Context: an optimization exercise on an open-source flow, tuned for small area and a short achievable clock period. The choices shown serve that exercise and are no tape-out recipe. Only simulation tests tie the RTL to the original design; equivalence was not proved. Power figures rest on the tool's default switching activity, not on a simulated workload.

File: design.v
module cmx_add (
    input [31:0] a,
    input [31:0] b,
    input sub_flag,
    output [31:0] c
  );
  wire signed [15:0] a_real = a[15:0];
  wire signed [15:0] a_img = a[31:16];
  wire signed [15:0] b_real = b[15:0];
  wire signed [15:0] b_img = b[31:16];
  wire [15:0] c_real = (sub_flag)? (a_real - b_real):
       a_real + b_real;
  wire [15:0] c_img = (sub_flag)? (a_img - b_img):
       a_img + b_img;
  assign c = {c_img, c_real};     
endmodule
module bfu_internal(
    input [31:0] a,
    input [31:0] b,
    output [31:0] c_plus,
    output [31:0] c_minus
  );
  cmx_add u0_cmx_add_plus(
    .a(a),
    .b(b),
    .sub_flag(1'h0),
    .c(c_plus)
  );
  cmx_add u1_cmx_add_minus(
    .a(a),
    .b(b),
    .sub_flag(1'h1),
    .c(c_minus)
  );
endmodule
module cmx_mult # (parameter AWIDTH = 16, BWIDTH = 16)
  (
    input clk,
    input reset_n,
    input signed [AWIDTH-1:0]      ar, ai,
    input signed [BWIDTH-1:0]      br, bi,
    output signed [AWIDTH+BWIDTH:0] pr, pi
  );
  reg signed [AWIDTH-1:0] ai_d, ai_dd, ai_ddd, ai_dddd   ;
  reg signed [AWIDTH-1:0] ar_d, ar_dd, ar_ddd, ar_dddd   ;
  reg signed [BWIDTH-1:0] bi_d, bi_dd, bi_ddd, br_d, br_dd, br_ddd ;
  reg signed [AWIDTH:0]  addcommon     ;
  reg signed [BWIDTH:0]  addr, addi     ;
  reg signed [AWIDTH+BWIDTH:0] mult0, multr, multi, pr_int, pi_int  ;
  reg signed [AWIDTH+BWIDTH:0] common, commonr1, commonr2   ;
  always @(posedge clk or negedge reset_n)
  begin
    if (!reset_n)
    begin
      ar_d   <= 'h0;
      ar_dd  <= 'h0;
      ai_d   <= 'h0;
      ai_dd  <= 'h0;
      br_d   <= 'h0;
      br_dd  <= 'h0;
      br_ddd <= 'h0;
      bi_d   <= 'h0;
      bi_dd  <= 'h0;
      bi_ddd <= 'h0;
    end
    else
    begin
      ar_d   <= ar;
      ar_dd  <= ar_d;
      ai_d   <= ai;
      ai_dd  <= ai_d;
      br_d   <= br;
      br_dd  <= br_d;
      br_ddd <= br_dd;
      bi_d   <= bi;
      bi_dd  <= bi_d;
      bi_ddd <= bi_dd;
    end
  end
  always @(posedge clk or negedge reset_n)
  begin
    if (!reset_n)
    begin
      addcommon <= 'h0;
      mult0     <= 'h0;
      common    <= 'h0;
    end
    else
    begin
      addcommon <= ar_d - ai_d;
      mult0     <= addcommon * bi_dd;
      common    <= mult0;
    end
  end
  always @(posedge clk or negedge reset_n)
  begin
    if (!reset_n)
    begin
      ar_ddd   <= 'h0;
      ar_dddd  <= 'h0;
      addr     <= 'h0;
      multr    <= 'h0;
      commonr1 <= 'h0;
      pr_int   <= 'h0;
    end
    else
    begin
      ar_ddd   <= ar_dd;
      ar_dddd  <= ar_ddd;
      addr     <= br_ddd - bi_ddd;
      multr    <= addr * ar_dddd;
      commonr1 <= common;
      pr_int   <= multr + commonr1;
    end
  end
  always @(posedge clk or negedge reset_n)
  begin
    if (!reset_n)
    begin
      ai_ddd   <= 'h0;
      ai_dddd  <= 'h0;
      addi     <= 'h0;
      multi    <= 'h0;
      commonr2 <= 'h0;
      pi_int   <= 'h0;
    end
    else
    begin
      ai_ddd   <= ai_dd;
      ai_dddd  <= ai_ddd;
      addi     <= br_ddd + bi_ddd;
      multi    <= addi * ai_dddd;
      commonr2 <= common;
      pi_int   <= multi + commonr2;
    end
  end
  assign pr = pr_int;
  assign pi = pi_int;
endmodule  
module delay_buffer #(
    parameter  BIT_WIDTH = 32,
    parameter  DELAY_STAGES = 6
  ) (
    input clk,
    input reset_n,
    input [BIT_WIDTH-1:0] buf_in,
    output [BIT_WIDTH-1:0] buf_out
  );
  reg [BIT_WIDTH-1:0] r_stages [0:DELAY_STAGES-1];
  integer  i;
  always @(posedge clk or negedge reset_n)
  begin
    if (!reset_n)
    begin
      for (i=0; i<DELAY_STAGES; i=i+1)
      begin
        r_stages[i] <= 'h0;
      end
    end
    else
    begin
      r_stages[0] <= buf_in;
      for (i=0; i<(DELAY_STAGES-1); i=i+1)
      begin
        r_stages[i+1] <= r_stages[i];
      end
    end
  end
  assign buf_out = r_stages[DELAY_STAGES-1];
endmodule
module rom_async (
	addr,
	data
);
	parameter WIDTH = 8;
	parameter DEPTH = 256;
	parameter INIT_F = "";
	localparam ADDRW = $clog2(DEPTH);
	input wire [ADDRW - 1:0] addr;
	output reg [WIDTH - 1:0] data;
	reg [WIDTH - 1:0] memory [0:DEPTH - 1];
	initial begin
		$readmemh("tw_rom_p_8_st_1_q_8.mem", memory);
	end
	always @(*) data = memory[addr];
endmodule
module tw_rom #(parameter ROM_DEPTH = 4,
                  parameter ROM_WIDTH = 32,
                  parameter ROM_FILE = "tw_rom.mem",
                  parameter A_WIDTH = $clog2(ROM_DEPTH)
                 ) (
                   input [A_WIDTH-1:0] addr,
                   output  signed [15:0] tw_real,
                   output  signed [15:0] tw_img
                 );
  rom_async #(
              .WIDTH(ROM_WIDTH),
              .DEPTH(ROM_DEPTH),
              .INIT_F(ROM_FILE)
            ) tw_rom(
              .addr(addr),
              .data({tw_img, tw_real})
            );
endmodule
module bfu_dif_top
  #(parameter  Q_POINT = 8,
    parameter  TW_ROM_DEPTH = 4,
    parameter ADDR_W = $clog2(TW_ROM_DEPTH),
    parameter TW_ROM_FILE = "tw_rom_p_8_st_1_q_8.mem")
   (
     input clk,
     input reset_n,
     input [31:0] a,
     input [31:0] b,
     input [ADDR_W-1:0] tw_addr,
     output [31:0] c_plus,
     output [31:0] c_minus
   );
  function [11:0] kmul;
    input k;
    input [3:0] n;
    begin
      kmul[0] = (k & ~n[3] & ~n[2] & ~n[1] & n[0]) | (k & ~n[3] & ~n[2] & n[1] & n[0]) | (k & ~n[3] & n[2] & ~n[1] & n[0]) | (k & ~n[3] & n[2] & n[1] & n[0]) | (k & n[3] & ~n[2] & ~n[1] & n[0]) | (k & n[3] & ~n[2] & n[1] & n[0]) | (k & n[3] & n[2] & ~n[1] & n[0]) | (k & n[3] & n[2] & n[1] & n[0]);
      kmul[1] = (k & ~n[3] & ~n[2] & n[1] & ~n[0]) | (k & ~n[3] & ~n[2] & n[1] & n[0]) | (k & ~n[3] & n[2] & n[1] & ~n[0]) | (k & ~n[3] & n[2] & n[1] & n[0]) | (k & n[3] & ~n[2] & n[1] & ~n[0]) | (k & n[3] & ~n[2] & n[1] & n[0]) | (k & n[3] & n[2] & n[1] & ~n[0]) | (k & n[3] & n[2] & n[1] & n[0]);
      kmul[2] = (k & ~n[3] & ~n[2] & ~n[1] & n[0]) | (k & ~n[3] & ~n[2] & n[1] & n[0]) | (k & ~n[3] & n[2] & ~n[1] & ~n[0]) | (k & ~n[3] & n[2] & n[1] & ~n[0]) | (k & n[3] & ~n[2] & ~n[1] & n[0]) | (k & n[3] & ~n[2] & n[1] & n[0]) | (k & n[3] & n[2] & ~n[1] & ~n[0]) | (k & n[3] & n[2] & n[1] & ~n[0]);
      kmul[3] = (k & ~n[3] & ~n[2] & n[1] & ~n[0]) | (k & ~n[3] & ~n[2] & n[1] & n[0]) | (k & ~n[3] & n[2] & ~n[1] & n[0]) | (k & ~n[3] & n[2] & n[1] & ~n[0]) | (k & n[3] & ~n[2] & ~n[1] & ~n[0]) | (k & n[3] & ~n[2] & ~n[1] & n[0]) | (k & n[3] & n[2] & ~n[1] & ~n[0]) | (k & n[3] & n[2] & n[1] & n[0]);
      kmul[4] = (k & ~n[3] & ~n[2] & ~n[1] & n[0]) | (k & ~n[3] & ~n[2] & n[1] & n[0]) | (k & ~n[3] & n[2] & ~n[1] & ~n[0]) | (k & ~n[3] & n[2] & n[1] & ~n[0]) | (k & ~n[3] & n[2] & n[1] & n[0]) | (k & n[3] & ~n[2] & ~n[1] & n[0]) | (k & n[3] & ~n[2] & n[1] & ~n[0]) | (k & n[3] & n[2] & ~n[1] & ~n[0]) | (k & n[3] & n[2] & ~n[1] & n[0]) | (k & n[3] & n[2] & n[1] & n[0]);
      kmul[5] = (k & ~n[3] & ~n[2] & ~n[1] & n[0]) | (k & ~n[3] & ~n[2] & n[1] & ~n[0]) | (k & ~n[3] & n[2] & n[1] & ~n[0]) | (k & ~n[3] & n[2] & n[1] & n[0]) | (k & n[3] & ~n[2] & ~n[1] & ~n[0]) | (k & n[3] & n[2] & ~n[1] & ~n[0]) | (k & n[3] & n[2] & ~n[1] & n[0]) | (k & n[3] & n[2] & n[1] & ~n[0]);
      kmul[6] = (k & ~n[3] & ~n[2] & n[1] & ~n[0]) | (k & ~n[3] & n[2] & ~n[1] & ~n[0]) | (k & ~n[3] & n[2] & n[1] & n[0]) | (k & n[3] & ~n[2] & ~n[1] & n[0]) | (k & n[3] & ~n[2] & n[1] & n[0]) | (k & n[3] & n[2] & ~n[1] & ~n[0]) | (k & n[3] & n[2] & n[1] & ~n[0]);
      kmul[7] = (k & ~n[3] & ~n[2] & ~n[1] & n[0]) | (k & ~n[3] & n[2] & ~n[1] & ~n[0]) | (k & ~n[3] & n[2] & ~n[1] & n[0]) | (k & ~n[3] & n[2] & n[1] & n[0]) | (k & n[3] & ~n[2] & ~n[1] & ~n[0]) | (k & n[3] & ~n[2] & n[1] & n[0]) | (k & n[3] & n[2] & n[1] & ~n[0]) | (k & n[3] & n[2] & n[1] & n[0]);
      kmul[8] = (~k & ~n[3] & ~n[2] & ~n[1] & n[0]) | (~k & ~n[3] & ~n[2] & n[1] & n[0]) | (~k & ~n[3] & n[2] & ~n[1] & n[0]) | (~k & ~n[3] & n[2] & n[1] & n[0]) | (~k & n[3] & ~n[2] & ~n[1] & n[0]) | (~k & n[3] & ~n[2] & n[1] & n[0]) | (~k & n[3] & n[2] & ~n[1] & n[0]) | (~k & n[3] & n[2] & n[1] & n[0]) | (k & ~n[3] & ~n[2] & n[1] & ~n[0]) | (k & ~n[3] & n[2] & ~n[1] & n[0]) | (k & n[3] & ~n[2] & ~n[1] & ~n[0]) | (k & n[3] & ~n[2] & n[1] & ~n[0]) | (k & n[3] & ~n[2] & n[1] & n[0]) | (k & n[3] & n[2] & ~n[1] & n[0]) | (k & n[3] & n[2] & n[1] & ~n[0]);
      kmul[9] = (~k & ~n[3] & ~n[2] & n[1] & ~n[0]) | (~k & ~n[3] & ~n[2] & n[1] & n[0]) | (~k & ~n[3] & n[2] & n[1] & ~n[0]) | (~k & ~n[3] & n[2] & n[1] & n[0]) | (~k & n[3] & ~n[2] & n[1] & ~n[0]) | (~k & n[3] & ~n[2] & n[1] & n[0]) | (~k & n[3] & n[2] & n[1] & ~n[0]) | (~k & n[3] & n[2] & n[1] & n[0]) | (k & ~n[3] & ~n[2] & n[1] & n[0]) | (k & ~n[3] & n[2] & ~n[1] & ~n[0]) | (k & ~n[3] & n[2] & ~n[1] & n[0]) | (k & n[3] & ~n[2] & ~n[1] & n[0]) | (k & n[3] & ~n[2] & n[1] & ~n[0]) | (k & n[3] & ~n[2] & n[1] & n[0]) | (k & n[3] & n[2] & n[1] & n[0]);
      kmul[10] = (~k & ~n[3] & n[2] & ~n[1] & ~n[0]) | (~k & ~n[3] & n[2] & ~n[1] & n[0]) | (~k & ~n[3] & n[2] & n[1] & ~n[0]) | (~k & ~n[3] & n[2] & n[1] & n[0]) | (~k & n[3] & n[2] & ~n[1] & ~n[0]) | (~k & n[3] & n[2] & ~n[1] & n[0]) | (~k & n[3] & n[2] & n[1] & ~n[0]) | (~k & n[3] & n[2] & n[1] & n[0]) | (k & ~n[3] & n[2] & n[1] & ~n[0]) | (k & ~n[3] & n[2] & n[1] & n[0]) | (k & n[3] & ~n[2] & ~n[1] & ~n[0]) | (k & n[3] & ~n[2] & ~n[1] & n[0]) | (k & n[3] & ~n[2] & n[1] & ~n[0]) | (k & n[3] & ~n[2] & n[1] & n[0]);
      kmul[11] = (~k & n[3] & ~n[2] & ~n[1] & ~n[0]) | (~k & n[3] & ~n[2] & ~n[1] & n[0]) | (~k & n[3] & ~n[2] & n[1] & ~n[0]) | (~k & n[3] & ~n[2] & n[1] & n[0]) | (~k & n[3] & n[2] & ~n[1] & ~n[0]) | (~k & n[3] & n[2] & ~n[1] & n[0]) | (~k & n[3] & n[2] & n[1] & ~n[0]) | (~k & n[3] & n[2] & n[1] & n[0]) | (k & n[3] & n[2] & ~n[1] & ~n[0]) | (k & n[3] & n[2] & ~n[1] & n[0]) | (k & n[3] & n[2] & n[1] & ~n[0]) | (k & n[3] & n[2] & n[1] & n[0]);
    end
  endfunction
  function [7:0] kmul_top;
    input k;
    input [1:0] n;
    begin
      kmul_top[0] = (k & ~n[1] & n[0]) | (k & n[1] & n[0]);
      kmul_top[1] = (k & n[1] & ~n[0]) | (k & n[1] & n[0]);
      kmul_top[2] = (k & ~n[1] & n[0]) | (k & n[1] & ~n[0]);
      kmul_top[3] = (k & n[1] & n[0]);
      kmul_top[4] = (k & ~n[1] & n[0]) | (k & n[1] & ~n[0]);
      kmul_top[5] = (k & ~n[1] & n[0]);
      kmul_top[6] = (k & n[1] & n[0]);
      kmul_top[7] = (k & ~n[1] & n[0]) | (k & n[1] & ~n[0]);
    end
  endfunction
  wire [8:0] srL = {1'b0, a[7:0]} + {1'b0, b[7:0]};
  wire [8:0] siL = {1'b0, a[23:16]} + {1'b0, b[23:16]};
  wire [8:0] ndL = {1'b0, b[7:0]} + {1'b0, ~a[7:0]} + {1'b1};
  wire [8:0] diL = {1'b0, a[23:16]} + {1'b0, ~b[23:16]} + {1'b1};
  reg [7:0] sr1, si1, nd1, di1;
  reg csr1, csi1, cnd1, cdi1;
  reg [7:0] arh1, aih1, brh1, bih1;
  reg r1_z2, r1_t3, r1_z0, r1_c;
  reg i1_nz0, i1_nz2, i1_nt3;
  reg k1;
  always @(posedge clk) begin
    sr1 <= srL[7:0]; si1 <= siL[7:0]; nd1 <= ndL[7:0]; di1 <= diL[7:0];
    csr1 <= srL[8]; csi1 <= siL[8]; cnd1 <= ndL[8]; cdi1 <= diL[8];
    arh1 <= a[15:8]; aih1 <= a[31:24]; brh1 <= b[15:8]; bih1 <= b[31:24];
    r1_z2 <= tw_addr == 2'd2; r1_t3 <= tw_addr == 2'd3; r1_z0 <= tw_addr == 2'd0; r1_c <= ~tw_addr[1];
    i1_nz0 <= tw_addr != 2'd0; i1_nz2 <= tw_addr != 2'd2; i1_nt3 <= tw_addr != 2'd3;
    k1 <= tw_addr[0];
  end
  wire [7:0] srH_a = arh1;
  wire [7:0] srH_b = brh1;
  wire srH_p0 = srH_a[0] ^ srH_b[0];
  wire srH_g0 = (srH_a[0] & srH_b[0]) | (csr1 & (srH_a[0] ^ srH_b[0]));
  wire srH_p1 = srH_a[1] ^ srH_b[1];
  wire srH_g1 = srH_a[1] & srH_b[1];
  wire srH_p2 = srH_a[2] ^ srH_b[2];
  wire srH_g2 = srH_a[2] & srH_b[2];
  wire srH_p3 = srH_a[3] ^ srH_b[3];
  wire srH_g3 = srH_a[3] & srH_b[3];
  wire srH_p4 = srH_a[4] ^ srH_b[4];
  wire srH_g4 = srH_a[4] & srH_b[4];
  wire srH_p5 = srH_a[5] ^ srH_b[5];
  wire srH_g5 = srH_a[5] & srH_b[5];
  wire srH_p6 = srH_a[6] ^ srH_b[6];
  wire srH_g6 = srH_a[6] & srH_b[6];
  wire srH_p7 = srH_a[7] ^ srH_b[7];
  wire srH_g7 = srH_a[7] & srH_b[7];
  wire srH_U0_1 = srH_g1 | (srH_p1 & srH_g0);
  wire srH_V0_1 = srH_p1 & srH_p0;
  wire srH_U0_3 = srH_g3 | (srH_p3 & srH_g2);
  wire srH_V0_3 = srH_p3 & srH_p2;
  wire srH_U0_5 = srH_g5 | (srH_p5 & srH_g4);
  wire srH_V0_5 = srH_p5 & srH_p4;
  wire srH_U0_7 = srH_g7 | (srH_p7 & srH_g6);
  wire srH_V0_7 = srH_p7 & srH_p6;
  wire srH_U1_3 = srH_U0_3 | (srH_V0_3 & srH_U0_1);
  wire srH_V1_3 = srH_V0_3 & srH_V0_1;
  wire srH_U1_7 = srH_U0_7 | (srH_V0_7 & srH_U0_5);
  wire srH_V1_7 = srH_V0_7 & srH_V0_5;
  wire srH_U2_7 = srH_U1_7 | (srH_V1_7 & srH_U1_3);
  wire srH_V2_7 = srH_V1_7 & srH_V1_3;
  wire srH_D4_5 = srH_U0_5 | (srH_V0_5 & srH_U1_3);
  wire srH_E4_5 = srH_V0_5 & srH_V1_3;
  wire srH_D5_2 = srH_g2 | (srH_p2 & srH_U0_1);
  wire srH_E5_2 = srH_p2 & srH_V0_1;
  wire srH_D5_4 = srH_g4 | (srH_p4 & srH_U1_3);
  wire srH_E5_4 = srH_p4 & srH_V1_3;
  wire srH_D5_6 = srH_g6 | (srH_p6 & srH_D4_5);
  wire srH_E5_6 = srH_p6 & srH_E4_5;
  wire srH_s0 = srH_p0 ^ csr1;
  wire srH_s1 = srH_p1 ^ srH_g0;
  wire srH_s2 = srH_p2 ^ srH_U0_1;
  wire srH_s3 = srH_p3 ^ srH_D5_2;
  wire srH_s4 = srH_p4 ^ srH_U1_3;
  wire srH_s5 = srH_p5 ^ srH_D5_4;
  wire srH_s6 = srH_p6 ^ srH_D4_5;
  wire srH_s7 = srH_p7 ^ srH_D5_6;
  wire [7:0] srH = {srH_s7, srH_s6, srH_s5, srH_s4, srH_s3, srH_s2, srH_s1, srH_s0};
  wire srH_co = srH_U2_7;
  wire [7:0] siH_a = aih1;
  wire [7:0] siH_b = bih1;
  wire siH_p0 = siH_a[0] ^ siH_b[0];
  wire siH_g0 = (siH_a[0] & siH_b[0]) | (csi1 & (siH_a[0] ^ siH_b[0]));
  wire siH_p1 = siH_a[1] ^ siH_b[1];
  wire siH_g1 = siH_a[1] & siH_b[1];
  wire siH_p2 = siH_a[2] ^ siH_b[2];
  wire siH_g2 = siH_a[2] & siH_b[2];
  wire siH_p3 = siH_a[3] ^ siH_b[3];
  wire siH_g3 = siH_a[3] & siH_b[3];
  wire siH_p4 = siH_a[4] ^ siH_b[4];
  wire siH_g4 = siH_a[4] & siH_b[4];
  wire siH_p5 = siH_a[5] ^ siH_b[5];
  wire siH_g5 = siH_a[5] & siH_b[5];
  wire siH_p6 = siH_a[6] ^ siH_b[6];
  wire siH_g6 = siH_a[6] & siH_b[6];
  wire siH_p7 = siH_a[7] ^ siH_b[7];
  wire siH_g7 = siH_a[7] & siH_b[7];
  wire siH_U0_1 = siH_g1 | (siH_p1 & siH_g0);
  wire siH_V0_1 = siH_p1 & siH_p0;
  wire siH_U0_3 = siH_g3 | (siH_p3 & siH_g2);
  wire siH_V0_3 = siH_p3 & siH_p2;
  wire siH_U0_5 = siH_g5 | (siH_p5 & siH_g4);
  wire siH_V0_5 = siH_p5 & siH_p4;
  wire siH_U0_7 = siH_g7 | (siH_p7 & siH_g6);
  wire siH_V0_7 = siH_p7 & siH_p6;
  wire siH_U1_3 = siH_U0_3 | (siH_V0_3 & siH_U0_1);
  wire siH_V1_3 = siH_V0_3 & siH_V0_1;
  wire siH_U1_7 = siH_U0_7 | (siH_V0_7 & siH_U0_5);
  wire siH_V1_7 = siH_V0_7 & siH_V0_5;
  wire siH_U2_7 = siH_U1_7 | (siH_V1_7 & siH_U1_3);
  wire siH_V2_7 = siH_V1_7 & siH_V1_3;
  wire siH_D4_5 = siH_U0_5 | (siH_V0_5 & siH_U1_3);
  wire siH_E4_5 = siH_V0_5 & siH_V1_3;
  wire siH_D5_2 = siH_g2 | (siH_p2 & siH_U0_1);
  wire siH_E5_2 = siH_p2 & siH_V0_1;
  wire siH_D5_4 = siH_g4 | (siH_p4 & siH_U1_3);
  wire siH_E5_4 = siH_p4 & siH_V1_3;
  wire siH_D5_6 = siH_g6 | (siH_p6 & siH_D4_5);
  wire siH_E5_6 = siH_p6 & siH_E4_5;
  wire siH_s0 = siH_p0 ^ csi1;
  wire siH_s1 = siH_p1 ^ siH_g0;
  wire siH_s2 = siH_p2 ^ siH_U0_1;
  wire siH_s3 = siH_p3 ^ siH_D5_2;
  wire siH_s4 = siH_p4 ^ siH_U1_3;
  wire siH_s5 = siH_p5 ^ siH_D5_4;
  wire siH_s6 = siH_p6 ^ siH_D4_5;
  wire siH_s7 = siH_p7 ^ siH_D5_6;
  wire [7:0] siH = {siH_s7, siH_s6, siH_s5, siH_s4, siH_s3, siH_s2, siH_s1, siH_s0};
  wire siH_co = siH_U2_7;
  wire [7:0] ndH_a = brh1;
  wire [7:0] ndH_b = ~arh1;
  wire ndH_p0 = ndH_a[0] ^ ndH_b[0];
  wire ndH_g0 = (ndH_a[0] & ndH_b[0]) | (cnd1 & (ndH_a[0] ^ ndH_b[0]));
  wire ndH_p1 = ndH_a[1] ^ ndH_b[1];
  wire ndH_g1 = ndH_a[1] & ndH_b[1];
  wire ndH_p2 = ndH_a[2] ^ ndH_b[2];
  wire ndH_g2 = ndH_a[2] & ndH_b[2];
  wire ndH_p3 = ndH_a[3] ^ ndH_b[3];
  wire ndH_g3 = ndH_a[3] & ndH_b[3];
  wire ndH_p4 = ndH_a[4] ^ ndH_b[4];
  wire ndH_g4 = ndH_a[4] & ndH_b[4];
  wire ndH_p5 = ndH_a[5] ^ ndH_b[5];
  wire ndH_g5 = ndH_a[5] & ndH_b[5];
  wire ndH_p6 = ndH_a[6] ^ ndH_b[6];
  wire ndH_g6 = ndH_a[6] & ndH_b[6];
  wire ndH_p7 = ndH_a[7] ^ ndH_b[7];
  wire ndH_g7 = ndH_a[7] & ndH_b[7];
  wire ndH_U0_1 = ndH_g1 | (ndH_p1 & ndH_g0);
  wire ndH_V0_1 = ndH_p1 & ndH_p0;
  wire ndH_U0_3 = ndH_g3 | (ndH_p3 & ndH_g2);
  wire ndH_V0_3 = ndH_p3 & ndH_p2;
  wire ndH_U0_5 = ndH_g5 | (ndH_p5 & ndH_g4);
  wire ndH_V0_5 = ndH_p5 & ndH_p4;
  wire ndH_U0_7 = ndH_g7 | (ndH_p7 & ndH_g6);
  wire ndH_V0_7 = ndH_p7 & ndH_p6;
  wire ndH_U1_3 = ndH_U0_3 | (ndH_V0_3 & ndH_U0_1);
  wire ndH_V1_3 = ndH_V0_3 & ndH_V0_1;
  wire ndH_U1_7 = ndH_U0_7 | (ndH_V0_7 & ndH_U0_5);
  wire ndH_V1_7 = ndH_V0_7 & ndH_V0_5;
  wire ndH_U2_7 = ndH_U1_7 | (ndH_V1_7 & ndH_U1_3);
  wire ndH_V2_7 = ndH_V1_7 & ndH_V1_3;
  wire ndH_D4_5 = ndH_U0_5 | (ndH_V0_5 & ndH_U1_3);
  wire ndH_E4_5 = ndH_V0_5 & ndH_V1_3;
  wire ndH_D5_2 = ndH_g2 | (ndH_p2 & ndH_U0_1);
  wire ndH_E5_2 = ndH_p2 & ndH_V0_1;
  wire ndH_D5_4 = ndH_g4 | (ndH_p4 & ndH_U1_3);
  wire ndH_E5_4 = ndH_p4 & ndH_V1_3;
  wire ndH_D5_6 = ndH_g6 | (ndH_p6 & ndH_D4_5);
  wire ndH_E5_6 = ndH_p6 & ndH_E4_5;
  wire ndH_s0 = ndH_p0 ^ cnd1;
  wire ndH_s1 = ndH_p1 ^ ndH_g0;
  wire ndH_s2 = ndH_p2 ^ ndH_U0_1;
  wire ndH_s3 = ndH_p3 ^ ndH_D5_2;
  wire ndH_s4 = ndH_p4 ^ ndH_U1_3;
  wire ndH_s5 = ndH_p5 ^ ndH_D5_4;
  wire ndH_s6 = ndH_p6 ^ ndH_D4_5;
  wire ndH_s7 = ndH_p7 ^ ndH_D5_6;
  wire [7:0] ndH = {ndH_s7, ndH_s6, ndH_s5, ndH_s4, ndH_s3, ndH_s2, ndH_s1, ndH_s0};
  wire ndH_co = ndH_U2_7;
  wire [7:0] diH_a = aih1;
  wire [7:0] diH_b = ~bih1;
  wire diH_p0 = diH_a[0] ^ diH_b[0];
  wire diH_g0 = (diH_a[0] & diH_b[0]) | (cdi1 & (diH_a[0] ^ diH_b[0]));
  wire diH_p1 = diH_a[1] ^ diH_b[1];
  wire diH_g1 = diH_a[1] & diH_b[1];
  wire diH_p2 = diH_a[2] ^ diH_b[2];
  wire diH_g2 = diH_a[2] & diH_b[2];
  wire diH_p3 = diH_a[3] ^ diH_b[3];
  wire diH_g3 = diH_a[3] & diH_b[3];
  wire diH_p4 = diH_a[4] ^ diH_b[4];
  wire diH_g4 = diH_a[4] & diH_b[4];
  wire diH_p5 = diH_a[5] ^ diH_b[5];
  wire diH_g5 = diH_a[5] & diH_b[5];
  wire diH_p6 = diH_a[6] ^ diH_b[6];
  wire diH_g6 = diH_a[6] & diH_b[6];
  wire diH_p7 = diH_a[7] ^ diH_b[7];
  wire diH_g7 = diH_a[7] & diH_b[7];
  wire diH_U0_1 = diH_g1 | (diH_p1 & diH_g0);
  wire diH_V0_1 = diH_p1 & diH_p0;
  wire diH_U0_3 = diH_g3 | (diH_p3 & diH_g2);
  wire diH_V0_3 = diH_p3 & diH_p2;
  wire diH_U0_5 = diH_g5 | (diH_p5 & diH_g4);
  wire diH_V0_5 = diH_p5 & diH_p4;
  wire diH_U0_7 = diH_g7 | (diH_p7 & diH_g6);
  wire diH_V0_7 = diH_p7 & diH_p6;
  wire diH_U1_3 = diH_U0_3 | (diH_V0_3 & diH_U0_1);
  wire diH_V1_3 = diH_V0_3 & diH_V0_1;
  wire diH_U1_7 = diH_U0_7 | (diH_V0_7 & diH_U0_5);
  wire diH_V1_7 = diH_V0_7 & diH_V0_5;
  wire diH_U2_7 = diH_U1_7 | (diH_V1_7 & diH_U1_3);
  wire diH_V2_7 = diH_V1_7 & diH_V1_3;
  wire diH_D4_5 = diH_U0_5 | (diH_V0_5 & diH_U1_3);
  wire diH_E4_5 = diH_V0_5 & diH_V1_3;
  wire diH_D5_2 = diH_g2 | (diH_p2 & diH_U0_1);
  wire diH_E5_2 = diH_p2 & diH_V0_1;
  wire diH_D5_4 = diH_g4 | (diH_p4 & diH_U1_3);
  wire diH_E5_4 = diH_p4 & diH_V1_3;
  wire diH_D5_6 = diH_g6 | (diH_p6 & diH_D4_5);
  wire diH_E5_6 = diH_p6 & diH_E4_5;
  wire diH_s0 = diH_p0 ^ cdi1;
  wire diH_s1 = diH_p1 ^ diH_g0;
  wire diH_s2 = diH_p2 ^ diH_U0_1;
  wire diH_s3 = diH_p3 ^ diH_D5_2;
  wire diH_s4 = diH_p4 ^ diH_U1_3;
  wire diH_s5 = diH_p5 ^ diH_D5_4;
  wire diH_s6 = diH_p6 ^ diH_D4_5;
  wire diH_s7 = diH_p7 ^ diH_D5_6;
  wire [7:0] diH = {diH_s7, diH_s6, diH_s5, diH_s4, diH_s3, diH_s2, diH_s1, diH_s0};
  wire diH_co = diH_U2_7;
  wire [7:0] xrL = r1_z2 ? 8'd0 : (r1_t3 ? nd1 : ~nd1);
  wire [7:0] yrL = r1_z0 ? 8'd0 : di1;
  wire [7:0] xiL = i1_nz0 ? nd1 : 8'd0;
  wire [7:0] yiL = i1_nz2 ? (i1_nt3 ? di1 : ~di1) : 8'd0;
  wire [8:0] urL = {1'b0, xrL} + {1'b0, yrL} + {r1_c};
  wire [8:0] uiL = {1'b0, xiL} + {1'b0, yiL} + {~i1_nt3};
  reg [31:0] p2;
  reg [7:0] ndh2, dih2, url2, uil2;
  reg cur2, cui2, ndz2;
  reg r2_z2, r2_t3, r2_z0;
  reg i2_nz0, i2_nz2, i2_nt3;
  reg k2, nk2;
  always @(posedge clk) begin
    p2 <= {siH, si1, srH, sr1};
    ndh2 <= ndH; dih2 <= diH;
    url2 <= urL[7:0]; uil2 <= uiL[7:0]; cur2 <= urL[8]; cui2 <= uiL[8];
    ndz2 <= nd1 != 8'd0;
    r2_z2 <= r1_z2; r2_t3 <= r1_t3; r2_z0 <= r1_z0;
    i2_nz0 <= i1_nz0; i2_nz2 <= i1_nz2; i2_nt3 <= i1_nt3;
    k2 <= k1; nk2 <= ~k1;
  end
  wire nd_neg = ndh2[7] & (ndh2[6:0] != 7'd0 | ndz2);
  wire [9:0] ndxH = {{2{nd_neg}}, ndh2};
  wire [9:0] dixH = {{2{dih2[7]}}, dih2};
  wire [9:0] xrH = r2_z2 ? 10'd0 : (r2_t3 ? ndxH : ~ndxH);
  wire [9:0] yrH = r2_z0 ? 10'd0 : dixH;
  wire [9:0] xiH = i2_nz0 ? ndxH : 10'd0;
  wire [9:0] yiH = i2_nz2 ? (i2_nt3 ? dixH : ~dixH) : 10'd0;
  wire [10:0] urH = {1'b0, xrH} + {1'b0, yrH} + {cur2};
  wire [10:0] uiH = {1'b0, xiH} + {1'b0, yiH} + {cui2};
  wire [11:0] rlo_t0 = kmul(k2, url2[3:0]), rlo_t1 = kmul(k2, url2[7:4]);
  wire [11:0] ilo_t0 = kmul(~nk2, uil2[3:0]), ilo_t1 = kmul(~nk2, uil2[7:4]);
  wire [4:0] rlo_c = {1'b0, rlo_t0[7:4]} + {1'b0, rlo_t1[3:0]};
  wire [4:0] ilo_c = {1'b0, ilo_t0[7:4]} + {1'b0, ilo_t1[3:0]};
  reg [31:0] p3;
  reg [9:0] urh3, uih3;
  reg [3:0] rt03, it03;
  reg [7:0] rt13, it13;
  reg rqc3, iqc3;
  reg k3, nk3;
  always @(posedge clk) begin
    p3 <= p2;
    urh3 <= urH[9:0]; uih3 <= uiH[9:0];
    rt03 <= rlo_t0[11:8]; rt13 <= rlo_t1[11:4];
    it03 <= ilo_t0[11:8]; it13 <= ilo_t1[11:4];
    rqc3 <= rlo_c[4]; iqc3 <= ilo_c[4];
    k3 <= k2; nk3 <= nk2;
  end
  wire [11:0] rx2 = kmul(k3, urh3[3:0]), rx3 = kmul(k3, urh3[7:4]);
  wire [8:0] rxa = {1'b0, rx2[7:0]} + {1'b0, {rx3[3:0], 4'd0}};
  wire [7:0] rxv = rxa[7:0];
  wire rxco = rxa[8];
  wire [11:0] ix2 = kmul(~nk3, uih3[3:0]), ix3 = kmul(~nk3, uih3[7:4]);
  wire [8:0] ixa = {1'b0, ix2[7:0]} + {1'b0, {ix3[3:0], 4'd0}};
  wire [7:0] ixv = ixa[7:0];
  wire ixco = ixa[8];
  wire [7:0] rqa_a = rt13;
  wire [7:0] rqa_b = {4'd0, rt03};
  wire rqa_p0 = rqa_a[0] ^ rqa_b[0];
  wire rqa_g0 = (rqa_a[0] & rqa_b[0]) | (rqc3 & (rqa_a[0] ^ rqa_b[0]));
  wire rqa_p1 = rqa_a[1] ^ rqa_b[1];
  wire rqa_g1 = rqa_a[1] & rqa_b[1];
  wire rqa_p2 = rqa_a[2] ^ rqa_b[2];
  wire rqa_g2 = rqa_a[2] & rqa_b[2];
  wire rqa_p3 = rqa_a[3] ^ rqa_b[3];
  wire rqa_g3 = rqa_a[3] & rqa_b[3];
  wire rqa_p4 = rqa_a[4] ^ rqa_b[4];
  wire rqa_g4 = rqa_a[4] & rqa_b[4];
  wire rqa_p5 = rqa_a[5] ^ rqa_b[5];
  wire rqa_g5 = rqa_a[5] & rqa_b[5];
  wire rqa_p6 = rqa_a[6] ^ rqa_b[6];
  wire rqa_g6 = rqa_a[6] & rqa_b[6];
  wire rqa_p7 = rqa_a[7] ^ rqa_b[7];
  wire rqa_g7 = rqa_a[7] & rqa_b[7];
  wire rqa_U0_1 = rqa_g1 | (rqa_p1 & rqa_g0);
  wire rqa_V0_1 = rqa_p1 & rqa_p0;
  wire rqa_U0_3 = rqa_g3 | (rqa_p3 & rqa_g2);
  wire rqa_V0_3 = rqa_p3 & rqa_p2;
  wire rqa_U0_5 = rqa_g5 | (rqa_p5 & rqa_g4);
  wire rqa_V0_5 = rqa_p5 & rqa_p4;
  wire rqa_U0_7 = rqa_g7 | (rqa_p7 & rqa_g6);
  wire rqa_V0_7 = rqa_p7 & rqa_p6;
  wire rqa_U1_3 = rqa_U0_3 | (rqa_V0_3 & rqa_U0_1);
  wire rqa_V1_3 = rqa_V0_3 & rqa_V0_1;
  wire rqa_U1_7 = rqa_U0_7 | (rqa_V0_7 & rqa_U0_5);
  wire rqa_V1_7 = rqa_V0_7 & rqa_V0_5;
  wire rqa_U2_7 = rqa_U1_7 | (rqa_V1_7 & rqa_U1_3);
  wire rqa_V2_7 = rqa_V1_7 & rqa_V1_3;
  wire rqa_D4_5 = rqa_U0_5 | (rqa_V0_5 & rqa_U1_3);
  wire rqa_E4_5 = rqa_V0_5 & rqa_V1_3;
  wire rqa_D5_2 = rqa_g2 | (rqa_p2 & rqa_U0_1);
  wire rqa_E5_2 = rqa_p2 & rqa_V0_1;
  wire rqa_D5_4 = rqa_g4 | (rqa_p4 & rqa_U1_3);
  wire rqa_E5_4 = rqa_p4 & rqa_V1_3;
  wire rqa_D5_6 = rqa_g6 | (rqa_p6 & rqa_D4_5);
  wire rqa_E5_6 = rqa_p6 & rqa_E4_5;
  wire rqa_s0 = rqa_p0 ^ rqc3;
  wire rqa_s1 = rqa_p1 ^ rqa_g0;
  wire rqa_s2 = rqa_p2 ^ rqa_U0_1;
  wire rqa_s3 = rqa_p3 ^ rqa_D5_2;
  wire rqa_s4 = rqa_p4 ^ rqa_U1_3;
  wire rqa_s5 = rqa_p5 ^ rqa_D5_4;
  wire rqa_s6 = rqa_p6 ^ rqa_D4_5;
  wire rqa_s7 = rqa_p7 ^ rqa_D5_6;
  wire [7:0] rqa = {rqa_s7, rqa_s6, rqa_s5, rqa_s4, rqa_s3, rqa_s2, rqa_s1, rqa_s0};
  wire rqa_co = rqa_U2_7;
  wire [7:0] iqa_a = it13;
  wire [7:0] iqa_b = {4'd0, it03};
  wire iqa_p0 = iqa_a[0] ^ iqa_b[0];
  wire iqa_g0 = (iqa_a[0] & iqa_b[0]) | (iqc3 & (iqa_a[0] ^ iqa_b[0]));
  wire iqa_p1 = iqa_a[1] ^ iqa_b[1];
  wire iqa_g1 = iqa_a[1] & iqa_b[1];
  wire iqa_p2 = iqa_a[2] ^ iqa_b[2];
  wire iqa_g2 = iqa_a[2] & iqa_b[2];
  wire iqa_p3 = iqa_a[3] ^ iqa_b[3];
  wire iqa_g3 = iqa_a[3] & iqa_b[3];
  wire iqa_p4 = iqa_a[4] ^ iqa_b[4];
  wire iqa_g4 = iqa_a[4] & iqa_b[4];
  wire iqa_p5 = iqa_a[5] ^ iqa_b[5];
  wire iqa_g5 = iqa_a[5] & iqa_b[5];
  wire iqa_p6 = iqa_a[6] ^ iqa_b[6];
  wire iqa_g6 = iqa_a[6] & iqa_b[6];
  wire iqa_p7 = iqa_a[7] ^ iqa_b[7];
  wire iqa_g7 = iqa_a[7] & iqa_b[7];
  wire iqa_U0_1 = iqa_g1 | (iqa_p1 & iqa_g0);
  wire iqa_V0_1 = iqa_p1 & iqa_p0;
  wire iqa_U0_3 = iqa_g3 | (iqa_p3 & iqa_g2);
  wire iqa_V0_3 = iqa_p3 & iqa_p2;
  wire iqa_U0_5 = iqa_g5 | (iqa_p5 & iqa_g4);
  wire iqa_V0_5 = iqa_p5 & iqa_p4;
  wire iqa_U0_7 = iqa_g7 | (iqa_p7 & iqa_g6);
  wire iqa_V0_7 = iqa_p7 & iqa_p6;
  wire iqa_U1_3 = iqa_U0_3 | (iqa_V0_3 & iqa_U0_1);
  wire iqa_V1_3 = iqa_V0_3 & iqa_V0_1;
  wire iqa_U1_7 = iqa_U0_7 | (iqa_V0_7 & iqa_U0_5);
  wire iqa_V1_7 = iqa_V0_7 & iqa_V0_5;
  wire iqa_U2_7 = iqa_U1_7 | (iqa_V1_7 & iqa_U1_3);
  wire iqa_V2_7 = iqa_V1_7 & iqa_V1_3;
  wire iqa_D4_5 = iqa_U0_5 | (iqa_V0_5 & iqa_U1_3);
  wire iqa_E4_5 = iqa_V0_5 & iqa_V1_3;
  wire iqa_D5_2 = iqa_g2 | (iqa_p2 & iqa_U0_1);
  wire iqa_E5_2 = iqa_p2 & iqa_V0_1;
  wire iqa_D5_4 = iqa_g4 | (iqa_p4 & iqa_U1_3);
  wire iqa_E5_4 = iqa_p4 & iqa_V1_3;
  wire iqa_D5_6 = iqa_g6 | (iqa_p6 & iqa_D4_5);
  wire iqa_E5_6 = iqa_p6 & iqa_E4_5;
  wire iqa_s0 = iqa_p0 ^ iqc3;
  wire iqa_s1 = iqa_p1 ^ iqa_g0;
  wire iqa_s2 = iqa_p2 ^ iqa_U0_1;
  wire iqa_s3 = iqa_p3 ^ iqa_D5_2;
  wire iqa_s4 = iqa_p4 ^ iqa_U1_3;
  wire iqa_s5 = iqa_p5 ^ iqa_D5_4;
  wire iqa_s6 = iqa_p6 ^ iqa_D4_5;
  wire iqa_s7 = iqa_p7 ^ iqa_D5_6;
  wire [7:0] iqa = {iqa_s7, iqa_s6, iqa_s5, iqa_s4, iqa_s3, iqa_s2, iqa_s1, iqa_s0};
  wire iqa_co = iqa_U2_7;
  reg [31:0] p4;
  reg [9:0] urh4, uih4;
  reg [7:0] rq4, iq4, rx4, ix4;
  reg rxc4, ixc4;
  reg k4, nk4;
  always @(posedge clk) begin
    p4 <= p3;
    urh4 <= urh3; uih4 <= uih3;
    rq4 <= rqa; iq4 <= iqa;
    rx4 <= rxv; ix4 <= ixv; rxc4 <= rxco; ixc4 <= ixco;
    k4 <= k3; nk4 <= nk3;
  end
  wire [11:0] rT2 = kmul(k4, urh4[3:0]), rT3 = kmul(k4, urh4[7:4]);
  wire [7:0] rT4 = kmul_top(k4, urh4[9:8]);
  wire [8:0] rsb = {1'b0, rq4} + {1'b0, rx4};
  wire [7:0] rsbv = rsb[7:0];
  wire rcba = rsb[8], rcbb = rxc4;
  wire rc_cs0 = rT2[8] ^ rT3[4] ^ rT4[0];
  wire rc_cc0 = (rT2[8] & rT3[4]) | (rT2[8] & rT4[0]) | (rT3[4] & rT4[0]);
  wire rc_cs1 = rT2[9] ^ rT3[5] ^ rT4[1];
  wire rc_cc1 = (rT2[9] & rT3[5]) | (rT2[9] & rT4[1]) | (rT3[5] & rT4[1]);
  wire rc_cs2 = rT2[10] ^ rT3[6] ^ rT4[2];
  wire rc_cc2 = (rT2[10] & rT3[6]) | (rT2[10] & rT4[2]) | (rT3[6] & rT4[2]);
  wire rc_cs3 = rT2[11] ^ rT3[7] ^ rT4[3];
  wire rc_cc3 = (rT2[11] & rT3[7]) | (rT2[11] & rT4[3]) | (rT3[7] & rT4[3]);
  wire rc_cs4 = 1'b0 ^ rT3[8] ^ rT4[4];
  wire rc_cc4 = (1'b0 & rT3[8]) | (1'b0 & rT4[4]) | (rT3[8] & rT4[4]);
  wire rc_cs5 = 1'b0 ^ rT3[9] ^ rT4[5];
  wire rc_cc5 = (1'b0 & rT3[9]) | (1'b0 & rT4[5]) | (rT3[9] & rT4[5]);
  wire rc_cs6 = 1'b0 ^ rT3[10] ^ rT4[6];
  wire rc_cc6 = (1'b0 & rT3[10]) | (1'b0 & rT4[6]) | (rT3[10] & rT4[6]);
  wire rc_cs7 = 1'b0 ^ rT3[11] ^ rT4[7];
  wire rc_cc7 = (1'b0 & rT3[11]) | (1'b0 & rT4[7]) | (rT3[11] & rT4[7]);
  wire [7:0] rcS = {rc_cs7, rc_cs6, rc_cs5, rc_cs4, rc_cs3, rc_cs2, rc_cs1, rc_cs0};
  wire [6:0] rcC = {rc_cc6, rc_cc5, rc_cc4, rc_cc3, rc_cc2, rc_cc1, rc_cc0};
  wire [11:0] iT2 = kmul(~nk4, uih4[3:0]), iT3 = kmul(~nk4, uih4[7:4]);
  wire [7:0] iT4 = kmul_top(~nk4, uih4[9:8]);
  wire [8:0] isb = {1'b0, iq4} + {1'b0, ix4};
  wire [7:0] isbv = isb[7:0];
  wire icba = isb[8], icbb = ixc4;
  wire ic_cs0 = iT2[8] ^ iT3[4] ^ iT4[0];
  wire ic_cc0 = (iT2[8] & iT3[4]) | (iT2[8] & iT4[0]) | (iT3[4] & iT4[0]);
  wire ic_cs1 = iT2[9] ^ iT3[5] ^ iT4[1];
  wire ic_cc1 = (iT2[9] & iT3[5]) | (iT2[9] & iT4[1]) | (iT3[5] & iT4[1]);
  wire ic_cs2 = iT2[10] ^ iT3[6] ^ iT4[2];
  wire ic_cc2 = (iT2[10] & iT3[6]) | (iT2[10] & iT4[2]) | (iT3[6] & iT4[2]);
  wire ic_cs3 = iT2[11] ^ iT3[7] ^ iT4[3];
  wire ic_cc3 = (iT2[11] & iT3[7]) | (iT2[11] & iT4[3]) | (iT3[7] & iT4[3]);
  wire ic_cs4 = 1'b0 ^ iT3[8] ^ iT4[4];
  wire ic_cc4 = (1'b0 & iT3[8]) | (1'b0 & iT4[4]) | (iT3[8] & iT4[4]);
  wire ic_cs5 = 1'b0 ^ iT3[9] ^ iT4[5];
  wire ic_cc5 = (1'b0 & iT3[9]) | (1'b0 & iT4[5]) | (iT3[9] & iT4[5]);
  wire ic_cs6 = 1'b0 ^ iT3[10] ^ iT4[6];
  wire ic_cc6 = (1'b0 & iT3[10]) | (1'b0 & iT4[6]) | (iT3[10] & iT4[6]);
  wire ic_cs7 = 1'b0 ^ iT3[11] ^ iT4[7];
  wire ic_cc7 = (1'b0 & iT3[11]) | (1'b0 & iT4[7]) | (iT3[11] & iT4[7]);
  wire [7:0] icS = {ic_cs7, ic_cs6, ic_cs5, ic_cs4, ic_cs3, ic_cs2, ic_cs1, ic_cs0};
  wire [6:0] icC = {ic_cc6, ic_cc5, ic_cc4, ic_cc3, ic_cc2, ic_cc1, ic_cc0};
  reg [31:0] p5;
  reg [7:0] rb5, ib5, rs5, is5;
  reg [6:0] rk5, ik5;
  reg rc5a, rc5b, ic5a, ic5b;
  always @(posedge clk) begin
    p5 <= p4;
    rb5 <= rsbv; ib5 <= isbv; rs5 <= rcS; is5 <= icS; rk5 <= rcC; ik5 <= icC;
    rc5a <= rcba; rc5b <= rcbb; ic5a <= icba; ic5b <= icbb;
  end
  wire [7:0] rfin_a = rs5;
  wire [7:0] rfin_b = {rk5, rc5a};
  wire rfin_p0 = rfin_a[0] ^ rfin_b[0];
  wire rfin_g0 = (rfin_a[0] & rfin_b[0]) | (rc5b & (rfin_a[0] ^ rfin_b[0]));
  wire rfin_p1 = rfin_a[1] ^ rfin_b[1];
  wire rfin_g1 = rfin_a[1] & rfin_b[1];
  wire rfin_p2 = rfin_a[2] ^ rfin_b[2];
  wire rfin_g2 = rfin_a[2] & rfin_b[2];
  wire rfin_p3 = rfin_a[3] ^ rfin_b[3];
  wire rfin_g3 = rfin_a[3] & rfin_b[3];
  wire rfin_p4 = rfin_a[4] ^ rfin_b[4];
  wire rfin_g4 = rfin_a[4] & rfin_b[4];
  wire rfin_p5 = rfin_a[5] ^ rfin_b[5];
  wire rfin_g5 = rfin_a[5] & rfin_b[5];
  wire rfin_p6 = rfin_a[6] ^ rfin_b[6];
  wire rfin_g6 = rfin_a[6] & rfin_b[6];
  wire rfin_p7 = rfin_a[7] ^ rfin_b[7];
  wire rfin_g7 = rfin_a[7] & rfin_b[7];
  wire rfin_U0_1 = rfin_g1 | (rfin_p1 & rfin_g0);
  wire rfin_V0_1 = rfin_p1 & rfin_p0;
  wire rfin_U0_3 = rfin_g3 | (rfin_p3 & rfin_g2);
  wire rfin_V0_3 = rfin_p3 & rfin_p2;
  wire rfin_U0_5 = rfin_g5 | (rfin_p5 & rfin_g4);
  wire rfin_V0_5 = rfin_p5 & rfin_p4;
  wire rfin_U0_7 = rfin_g7 | (rfin_p7 & rfin_g6);
  wire rfin_V0_7 = rfin_p7 & rfin_p6;
  wire rfin_U1_3 = rfin_U0_3 | (rfin_V0_3 & rfin_U0_1);
  wire rfin_V1_3 = rfin_V0_3 & rfin_V0_1;
  wire rfin_U1_7 = rfin_U0_7 | (rfin_V0_7 & rfin_U0_5);
  wire rfin_V1_7 = rfin_V0_7 & rfin_V0_5;
  wire rfin_U2_7 = rfin_U1_7 | (rfin_V1_7 & rfin_U1_3);
  wire rfin_V2_7 = rfin_V1_7 & rfin_V1_3;
  wire rfin_D4_5 = rfin_U0_5 | (rfin_V0_5 & rfin_U1_3);
  wire rfin_E4_5 = rfin_V0_5 & rfin_V1_3;
  wire rfin_D5_2 = rfin_g2 | (rfin_p2 & rfin_U0_1);
  wire rfin_E5_2 = rfin_p2 & rfin_V0_1;
  wire rfin_D5_4 = rfin_g4 | (rfin_p4 & rfin_U1_3);
  wire rfin_E5_4 = rfin_p4 & rfin_V1_3;
  wire rfin_D5_6 = rfin_g6 | (rfin_p6 & rfin_D4_5);
  wire rfin_E5_6 = rfin_p6 & rfin_E4_5;
  wire rfin_s0 = rfin_p0 ^ rc5b;
  wire rfin_s1 = rfin_p1 ^ rfin_g0;
  wire rfin_s2 = rfin_p2 ^ rfin_U0_1;
  wire rfin_s3 = rfin_p3 ^ rfin_D5_2;
  wire rfin_s4 = rfin_p4 ^ rfin_U1_3;
  wire rfin_s5 = rfin_p5 ^ rfin_D5_4;
  wire rfin_s6 = rfin_p6 ^ rfin_D4_5;
  wire rfin_s7 = rfin_p7 ^ rfin_D5_6;
  wire [7:0] rfin = {rfin_s7, rfin_s6, rfin_s5, rfin_s4, rfin_s3, rfin_s2, rfin_s1, rfin_s0};
  wire rfin_co = rfin_U2_7;
  wire [7:0] ifin_a = is5;
  wire [7:0] ifin_b = {ik5, ic5a};
  wire ifin_p0 = ifin_a[0] ^ ifin_b[0];
  wire ifin_g0 = (ifin_a[0] & ifin_b[0]) | (ic5b & (ifin_a[0] ^ ifin_b[0]));
  wire ifin_p1 = ifin_a[1] ^ ifin_b[1];
  wire ifin_g1 = ifin_a[1] & ifin_b[1];
  wire ifin_p2 = ifin_a[2] ^ ifin_b[2];
  wire ifin_g2 = ifin_a[2] & ifin_b[2];
  wire ifin_p3 = ifin_a[3] ^ ifin_b[3];
  wire ifin_g3 = ifin_a[3] & ifin_b[3];
  wire ifin_p4 = ifin_a[4] ^ ifin_b[4];
  wire ifin_g4 = ifin_a[4] & ifin_b[4];
  wire ifin_p5 = ifin_a[5] ^ ifin_b[5];
  wire ifin_g5 = ifin_a[5] & ifin_b[5];
  wire ifin_p6 = ifin_a[6] ^ ifin_b[6];
  wire ifin_g6 = ifin_a[6] & ifin_b[6];
  wire ifin_p7 = ifin_a[7] ^ ifin_b[7];
  wire ifin_g7 = ifin_a[7] & ifin_b[7];
  wire ifin_U0_1 = ifin_g1 | (ifin_p1 & ifin_g0);
  wire ifin_V0_1 = ifin_p1 & ifin_p0;
  wire ifin_U0_3 = ifin_g3 | (ifin_p3 & ifin_g2);
  wire ifin_V0_3 = ifin_p3 & ifin_p2;
  wire ifin_U0_5 = ifin_g5 | (ifin_p5 & ifin_g4);
  wire ifin_V0_5 = ifin_p5 & ifin_p4;
  wire ifin_U0_7 = ifin_g7 | (ifin_p7 & ifin_g6);
  wire ifin_V0_7 = ifin_p7 & ifin_p6;
  wire ifin_U1_3 = ifin_U0_3 | (ifin_V0_3 & ifin_U0_1);
  wire ifin_V1_3 = ifin_V0_3 & ifin_V0_1;
  wire ifin_U1_7 = ifin_U0_7 | (ifin_V0_7 & ifin_U0_5);
  wire ifin_V1_7 = ifin_V0_7 & ifin_V0_5;
  wire ifin_U2_7 = ifin_U1_7 | (ifin_V1_7 & ifin_U1_3);
  wire ifin_V2_7 = ifin_V1_7 & ifin_V1_3;
  wire ifin_D4_5 = ifin_U0_5 | (ifin_V0_5 & ifin_U1_3);
  wire ifin_E4_5 = ifin_V0_5 & ifin_V1_3;
  wire ifin_D5_2 = ifin_g2 | (ifin_p2 & ifin_U0_1);
  wire ifin_E5_2 = ifin_p2 & ifin_V0_1;
  wire ifin_D5_4 = ifin_g4 | (ifin_p4 & ifin_U1_3);
  wire ifin_E5_4 = ifin_p4 & ifin_V1_3;
  wire ifin_D5_6 = ifin_g6 | (ifin_p6 & ifin_D4_5);
  wire ifin_E5_6 = ifin_p6 & ifin_E4_5;
  wire ifin_s0 = ifin_p0 ^ ic5b;
  wire ifin_s1 = ifin_p1 ^ ifin_g0;
  wire ifin_s2 = ifin_p2 ^ ifin_U0_1;
  wire ifin_s3 = ifin_p3 ^ ifin_D5_2;
  wire ifin_s4 = ifin_p4 ^ ifin_U1_3;
  wire ifin_s5 = ifin_p5 ^ ifin_D5_4;
  wire ifin_s6 = ifin_p6 ^ ifin_D4_5;
  wire ifin_s7 = ifin_p7 ^ ifin_D5_6;
  wire [7:0] ifin = {ifin_s7, ifin_s6, ifin_s5, ifin_s4, ifin_s3, ifin_s2, ifin_s1, ifin_s0};
  wire ifin_co = ifin_U2_7;
  reg [31:0] p6, m6;
  always @(posedge clk) begin
    p6 <= p5;
    m6 <= {ifin, ib5, rfin, rb5};
  end
  assign c_plus = p6;
  assign c_minus = m6;
endmodule
File: config.mk
export PLATFORM = sky130hd
export DESIGN_NAME = bfu_dif_top
export DESIGN_NICKNAME = bfu_dif_top
export VERILOG_FILES = /design/flow/design.v
export SDC_FILE = /design/flow/constraint.sdc
export NUM_CORES = 4
export LEC_CHECK = 0
export CAP_MARGIN = 20
export CORE_MARGIN = 2
export CORE_UTILIZATION = 40
export SETUP_SLACK_MARGIN = 3.85
export SLEW_MARGIN = 20
File: constraint.sdc
create_clock -name core_clock -period 6.5 [get_ports {clk}]
set_input_delay 1.3000 -clock core_clock [delete_from_list [all_inputs] [get_ports {clk}]]
set_output_delay 1.3000 -clock core_clock [all_outputs]
set_load 0.01 [all_outputs]
File: flow/run.sh
#!/bin/bash
# Standard layout, with the ports buffered by buf_2 cells instead of the
# cell buffer_ports picks by default, and a clock tree with larger sink
# clusters and no dummy loads. Each ORFS step logs under orfs/logs/.
set -euo pipefail
bash standard.sh BUFFER_PORTS_ARGS="-buffer_cell sky130_fd_sc_hd__buf_2" \
  CTS_ARGS="-sink_clustering_enable -repair_clock_nets -dont_use_dummy_load -sink_clustering_size 30 -sink_clustering_max_diameter 80" \
  finish > standard.log 2>&1
File: tw_rom_p_8_st_1_q_8.mem
00000100
FF4B00B5
FF000000
FF4BFF4B
File: standard.sh
#!/bin/bash
# synth_recipe.tcl (not shown) runs the flow's synth.tcl, then flattens the netlist and writes it again
# the make line also repeats each setting of config.mk as NAME=value (left out here)
make -C /OpenROAD-flow-scripts/flow DESIGN_CONFIG=/design/flow/config.mk WORK_HOME=/design/flow/orfs CLKGATE_MAP_FILE= SYNTH_SCRIPT=/design/flow/synth_recipe.tcl "${@:-finish}"
==> results.py, run 1 <==
metrics = {
    "status": {
        "status": "no timing/DRC/antenna violations",
    },
    "worst_hold_path": {
        "min_path_type": "reg2reg",
    },
    "cts": {
        "cts_buffer_depth": 3,
        "clock_sinks": 463,
        "cts-root-buf": "clkbuf_16",
        "clk_pin_slew_ps": 110,
        "cts_tree": "yes",
        "htreeDepth": 1,
        "numCtsBuffers": 26,
        "cts-hold-fix-buffers": 0,
        "insertion_delay_ps": 580,
    },
    "power_and_ir_drop": {
        "power.density_nw_per_um2": 454.3,
        "leakage_nw": 9.166,
        "p_total_mw": 9.053,
        "ir_drop_uv": 242.4,
    },
    "synth": {
        "syn_nets": 1954,
        "synth_top_cell_by_area": "dfxtp_1",
        "yosysUniqueCellTypes": 58,
        "async_flop_share_pct": 0,
        "synthTopCellsByArea": "dfxtp_1 (51%), ha_1 (9.0%), fa_1 (6.7%)",
        "synth_commonest_cells": "dfxtp_1 (463), inv_1 (143), ha_1 (130)",
        "ys_ff_latch": 463,
        "synth_top_area_share_pct": 51.36,
        "syn_area_um2": 18050,
        "synth_flop_cell": "dfxtp_1",
        "yosysMostFrequentCell": "dfxtp_1",
        "syn_area_per_cell_um2": 10.64,
        "ys.warnings.count": 1,
        "synthCells": 1696,
        "synth_edf_count": 0,
        "ys_seq_area_share_pct": 51.36,
    },
    "cells_and_area": {
        "drive_above_1_share_pct": 10.07,
        "fin_util_pct": 44.87,
        "stdcell_area_um2": 19930,
        "area_growth_pct": 10.41,
        "nNetsFinal": 2068,
    },
    "route": {
        "wl_per_cell_um": 12.29,
        "routed_wl_um": 29510,
        "vias": 10892,
        "first_iter_violations": 481,
        "ant_nets": 0,
        "via_per_inst": 4.536,
        "drc": 0,
        "firstDrtPassIters": 6,
    },
    "global_routing": {
        "grt_pass1_vias": 10779,
        "met1_usage_pct": 16.66,
        "antenna_found_initial": 2,
        "gr-usage-met2_pct": 21.82,
        "grtUsageTotal_pct": 12.78,
        "grt-busiest-layer": "met2",
        "grt_max_degree": 31,
        "grt-ovfl-total": 0,
        "grt_pass1_wl_um": 50310,
        "gr-usage-met3_pct": 2.484,
    },
    "timing": {
        "setup_tns_ps": 0,
        "fmax_ghz": 0.3920,
        "post-route-period-util_pct": 39.25,
        "skew_ps": 75.71,
        "tightest_slew_ps": 728.3,
        "rsz0062_at_grt": "true",
        "final-setup-viol-count": 0,
        "finalCriticalPeriod_ps": 2551,
        "slew_viol_final": 0,
        "final_hold_viol_count": 0,
        "holdWs_ps": 250.9,
        "relSlewSlack_pct": 50.19,
    },
    "floorplan": {
        "die_x_um": 216.4,
        "die_y_um": 216.4,
        "ios": 132,
        "die_area_um2": 46840,
        "rows": 77,
        "start_util_pct": 40.64,
        "core_um2": 44410,
    },
    "setup_path": {
        "worstPathRequired_ps": 6910,
        "end_kind": "register",
        "startpoint_type": "register",
        "critPathMaxFanout": 10,
        "crit_type": "reg2reg",
        "critPathArrivalTime_ps": 2960,
    },
    "place": {
        "detailed_place_hpwl_um": 22690,
        "place_congestion": 0.8016,
        "placed_area_um2": 19210,
        "portBuffers": 130,
    },
    "job": {
        "drv_cap": 0,
    },
}
==> registers in the layout, indices dropped and copies added, names as in the netlist, 10 cells and up <==
signal	cells
m6	32
p2	32
p3	32
p4	32
p5	32
p6	32
uih3	10
uih4	10
urh3	10
urh4	10
==> routing by layer <==
metal  vias up  routed length [um]
met3        34                1347
met2       151               13800
li1       5736                   -
met1      4969               13900
met5         -                  11
met4         2                 450
==> timing repair <==
| action | 4_1_cts | 5_1_grt |
|---|---|---|
| pin swaps | 0 | 1 |
| setup buffers | 0 | 7 |
| endpoints found under the setup margin | 2 | 6 |
| resized for setup | 1 | 5 |
==> power breakdown <==
part | internal [mW] | switching, mW | leakage [nW]
combinational | 1.49 | 1.58 | 4.95
clock | 0.708 | 0.838 | 0.320
sequential | 3.79 | 0.637 | 3.90
==> layout by cell type (no fill, tap or decap), drive strengths merged, types with 3 or more instances in the layout <==
master	instances
nor4	7
o21ai	66
nor2b	58
o21a	8
ha	130
o211ai	5
inv	143
o22ai	5
a211oi	16
a211o	5
a21o	27
o21bai	16
nor2	110
nor3	31
a31oi	10
nand3	7
o211a	3
nand2	77
or2	11
xor2	56
dfxtp	463
nand2b	30
xnor2	91
buf	137
a2111oi	5
and3	10
clkbuf	26
a21oi	96
and2	50
nand4	6
fa	60
nand3b	3
o2111ai	4
a22o	5
or3	8
==> through the flow <==
step           setup WS, ps  instances
2_1_floorplan          3871       1696
3_3_place_gp           3628       2367
3_5_place_dp           3631       2367
4_1_cts                3863       2393
5_1_grt                3789       2401
6_report               3949       2401
==> worst max-delay path, stage by stage (launching register included) <==
cell     delay (ps)
dfxtp_4         400
xnor2_1         130
and2_1          160
fa_1            410
fa_1            420
a21o_1          180
a21oi_1         210
o21ai_1         130
nor4_1          250
nor3_1          100
==> area by class of cell <==
cell class | count | area (um^2)
fillers | 4152 | 24490
flip-flops and latches | 463 | 9276
multi-input cells | 1039 | 8016
well taps | 592 | 740.7
repair buffers | 137 | 703.2
clock buffers | 26 | 650.6
inverters | 143 | 536.8
diodes | 1 | 2.502
==> worst paths after layout <==
| check | start | to | cells past startpoint | slack (ps) |
|---|---|---|---|---|
| worst max-delay path | i1_nt3$_DFF_P_ | cui2$_DFF_P_ | 9 | 3950 |
| worst min-delay path | p4[20]$_DFF_P_ | p5[20]$_DFF_P_ | 0 | 250 |
| worst max register to register | i1_nt3$_DFF_P_ | cui2$_DFF_P_ | 9 | 3950 |
| worst min register to register | p4[20]$_DFF_P_ | p5[20]$_DFF_P_ | 0 | 250 |
==> logic make-up after synthesis <==
kind of cell / after synthesis / synth area share (%)
adder cells (fa/ha/maj): 190 / 15.67
XOR/XNOR: 147 / 7.133
AND/OR/NAND/NOR: 415 / 11.62
flip-flops: 463 / 51.36
AO/OA/AOI/OAI: 284 / 9.823
buffers and inverters: 194 / 4.229
multiplexers: 3 / 0.1733
==> run 2, diff against run 1 <==
--- a/config.mk
+++ b/config.mk
@@ -10,3 +10,3 @@
 export CORE_UTILIZATION = 40
-export SETUP_SLACK_MARGIN = 3.85
+export SETUP_SLACK_MARGIN = 4.15
 export SLEW_MARGIN = 20
==> run 2 against run 1 <==
Net effect: sequential share of layout area is 0.93 points lower; flip-flop and latch count unchanged; critical path depth fell by 8; clock power about the same; count of clock-buffer cells in the layout unchanged; final area grew 2.5%; highest routed layer unchanged.
==> results.py, run 2 <==
metrics = {
    "synth": {
        "synth_top_area_share_pct": 51.36,
        "yosysUniqueCellTypes": 58,
        "synth_flop_cell": "dfxtp_1",
        "ys_ff_latch": 463,
        "synth_edf_count": 0,
        "syn_nets": 1954,
        "yosysMostFrequentCell": "dfxtp_1",
        "ys.warnings.count": 1,
        "synth_top_cell_by_area": "dfxtp_1",
        "ys_seq_area_share_pct": 51.36,
        "syn_area_um2": 18050,
        "synth_commonest_cells": "dfxtp_1 (463), inv_1 (143), ha_1 (130)",
        "synthTopCellsByArea": "dfxtp_1 (51%), ha_1 (9.0%), fa_1 (6.7%)",
        "syn_area_per_cell_um2": 10.64,
        "async_flop_share_pct": 0,
        "synthCells": 1696,
    },
    "timing": {
        "setup_tns_ps": 0,
        "fmax_ghz": 0.4287,
        "final_hold_viol_count": 0,
        "tightest_slew_ps": 698.0,
        "skew_ps": 80.21,
        "final-setup-viol-count": 0,
        "slew_viol_final": 0,
        "relSlewSlack_pct": 52.26,
        "finalCriticalPeriod_ps": 2333,
        "holdWs_ps": 281.2,
        "post-route-period-util_pct": 35.89,
        "rsz0062_at_grt": "true",
    },
    "cells_and_area": {
        "fillCellCount": 4108,
        "area_growth_pct": 13.18,
        "diodes": 0,
        "mostFrequentLayoutCells": "dfxtp_1 (430), inv_1 (127), ha_1 (118)",
        "fin_util_pct": 45.99,
        "nNetsFinal": 2065,
        "drive_above_1_share_pct": 15.18,
        "final_common_cell": "dfxtp_1",
    },
    "setup_path": {
        "crit_type": "reg2out",
        "end_kind": "primary output",
        "critPathMaxFanout": 1,
        "cp.buffers_inverters": 1,
        "worstPathRequired_ps": 5200,
        "critPathArrivalTime_ps": 1030,
        "startpoint_type": "register",
        "cp_top_family": "flip-flops",
        "crit_slowest_cell": "dfxtp_2",
        "crit_chain": "buf_6",
        "critPathMaxStageDelay_ps": 340,
    },
    "cts": {
        "clk_pin_slew_ps": 100,
        "clock_sinks": 463,
        "cts-root-buf": "clkbuf_16",
        "cts_tree": "yes",
        "cts_buffer_depth": 3,
        "cts-hold-fix-buffers": 0,
        "insertion_delay_ps": 590,
        "numCtsBuffers": 26,
        "htreeDepth": 1,
    },
    "route": {
        "wl_per_cell_um": 12.56,
        "vias": 10989,
        "first_iter_violations": 403,
        "routed_wl_um": 30110,
        "ant_nets": 0,
        "drc": 0,
        "firstDrtPassIters": 5,
        "via_per_inst": 4.584,
    },
    "job": {
        "drv_cap": 0,
    },
    "floorplan": {
        "ios": 132,
        "start_util_pct": 40.64,
        "core_um2": 44410,
        "die_y_um": 216.4,
        "die_area_um2": 46840,
        "die_x_um": 216.4,
        "rows": 77,
    },
    "global_routing": {
        "grtUsageTotal_pct": 12.98,
        "grt_pass1_wl_um": 51070,
        "grt_pass1_vias": 10993,
        "grt_max_degree": 31,
        "antenna_found_initial": 2,
        "grt-ovfl-total": 0,
    },
    "power_and_ir_drop": {
        "power.density_nw_per_um2": 450.9,
        "leakage_nw": 9.220,
        "ir_drop_uv": 228.3,
    },
    "status": {
        "status": "no timing/DRC/antenna violations",
    },
    "worst_hold_path": {
        "min_path_type": "reg2reg",
    },
    "place": {
        "detailed_place_hpwl_um": 23200,
        "place_congestion": 0.7956,
        "portBuffers": 130,
    },
}
## run 2: cell counts after synthesis
Identical to the previous run, type by type.
## run 2: area by class of cell
| cell class | instances | area (um^2) | area share, % |
|---|---|---|---|
| multi-input combinational | 1039 | 8308 | 40.67 |
| tap | 592 | 740.7 | 3.626 |
| inverter | 143 | 589.3 | 2.885 |
| clock buffer | 26 | 650.6 | 3.185 |
| timing repair buffer | 134 | 818.3 | 4.006 |
| sequential | 463 | 9320 | 45.63 |
## run 2: kinds of logic (layout without fill, tap and decap cells)
| group | Yosys count | in the layout | synth area share [%] |
|---|---|---|---|
| compound gates | 284 | 284 | 9.823 |
| xor+xnor | 147 | 147 | 7.133 |
| fa+ha+maj | 190 | 190 | 15.67 |
| buf+inv | 194 | 303 | 4.229 |
| flops | 463 | 463 | 51.36 |
| mux | 3 | 3 | 0.1733 |
| simple gates | 415 | 415 | 11.62 |
## run 2: layer usage
layer	global-route usage (%)	part of all wire, %
met1	16.63	46
met2	22.07	47
met3	2.456	4.3
met4	4.155	2.5
met5	0	0.076
## run 2: path summary, 6_finish.rpt
check / start / endpoint / slack [ps] / depth (start not counted)
max reg2reg: i1_nt3$_DFF_P_ / cui2$_DFF_P_ / 4180 / 9
min reg2reg: p3[17]$_DFF_P_ / p4[17]$_DFF_P_ / 280 / 0
max: p6[9]$_DFF_P_ / c_plus[9] / 4170 / 1
min: p3[17]$_DFF_P_ / p4[17]$_DFF_P_ / 280 / 0
## run 2: what timing repair did
item                       CTS  global route
setup buffers                3             1
pin swaps                    8            10
setup endpoints to repair   31            53
gates resized for setup     41            52
## run 2: where the power goes
part / switching (mW) / internal [mW]
Sequential: 0.649 / 3.81
Combinational: 1.61 / 1.59
Clock: 0.846 / 0.709
## run 2: stage by stage
step | power (mW) | cell area [um^2] | instances | setup WS (ps)
2_1_floorplan | 6.792 | 18340 | 1696 | 3966
3_3_place_gp | 7.548 | 19460 | 2367 | 3666
3_5_place_dp | 7.663 | 19460 | 2367 | 3658
4_1_cts | 9.307 | 20260 | 2396 | 4123
5_1_grt | 10.02 | 20430 | 2397 | 4059
6_report | 9.210 | 20430 | 2397 | 4167

## what the ideal ports hide
The flow's constraints put no driver on any port. The routed layouts listed below were extracted and timed again, unchanged, in two steps. Step 1 assumes that a clkbuf_16 drives the clock port and a buf_2 every other input. Step 2 times the ports against the registers' clock, not the clock port: input delays grow and output delays shrink by t, the midpoint of the rising clock arrivals with the driver on. Three values: ideal, step 1, step 2; two values: the first two.
run	shift t [ns]	setup WS [ns]	slew at the worst register clock pin (ns)
run 1	0.599	3.949 / 3.949 / 3.640	0.11 / 0.11
run 2	0.598	4.167 / 4.115 / 3.640	0.10 / 0.10
After both steps setup and hold are still met in every run listed. For run 2, which loses most, drivers alone change the setup slack by -0.052 ns; drivers and shift together by -0.527 ns.
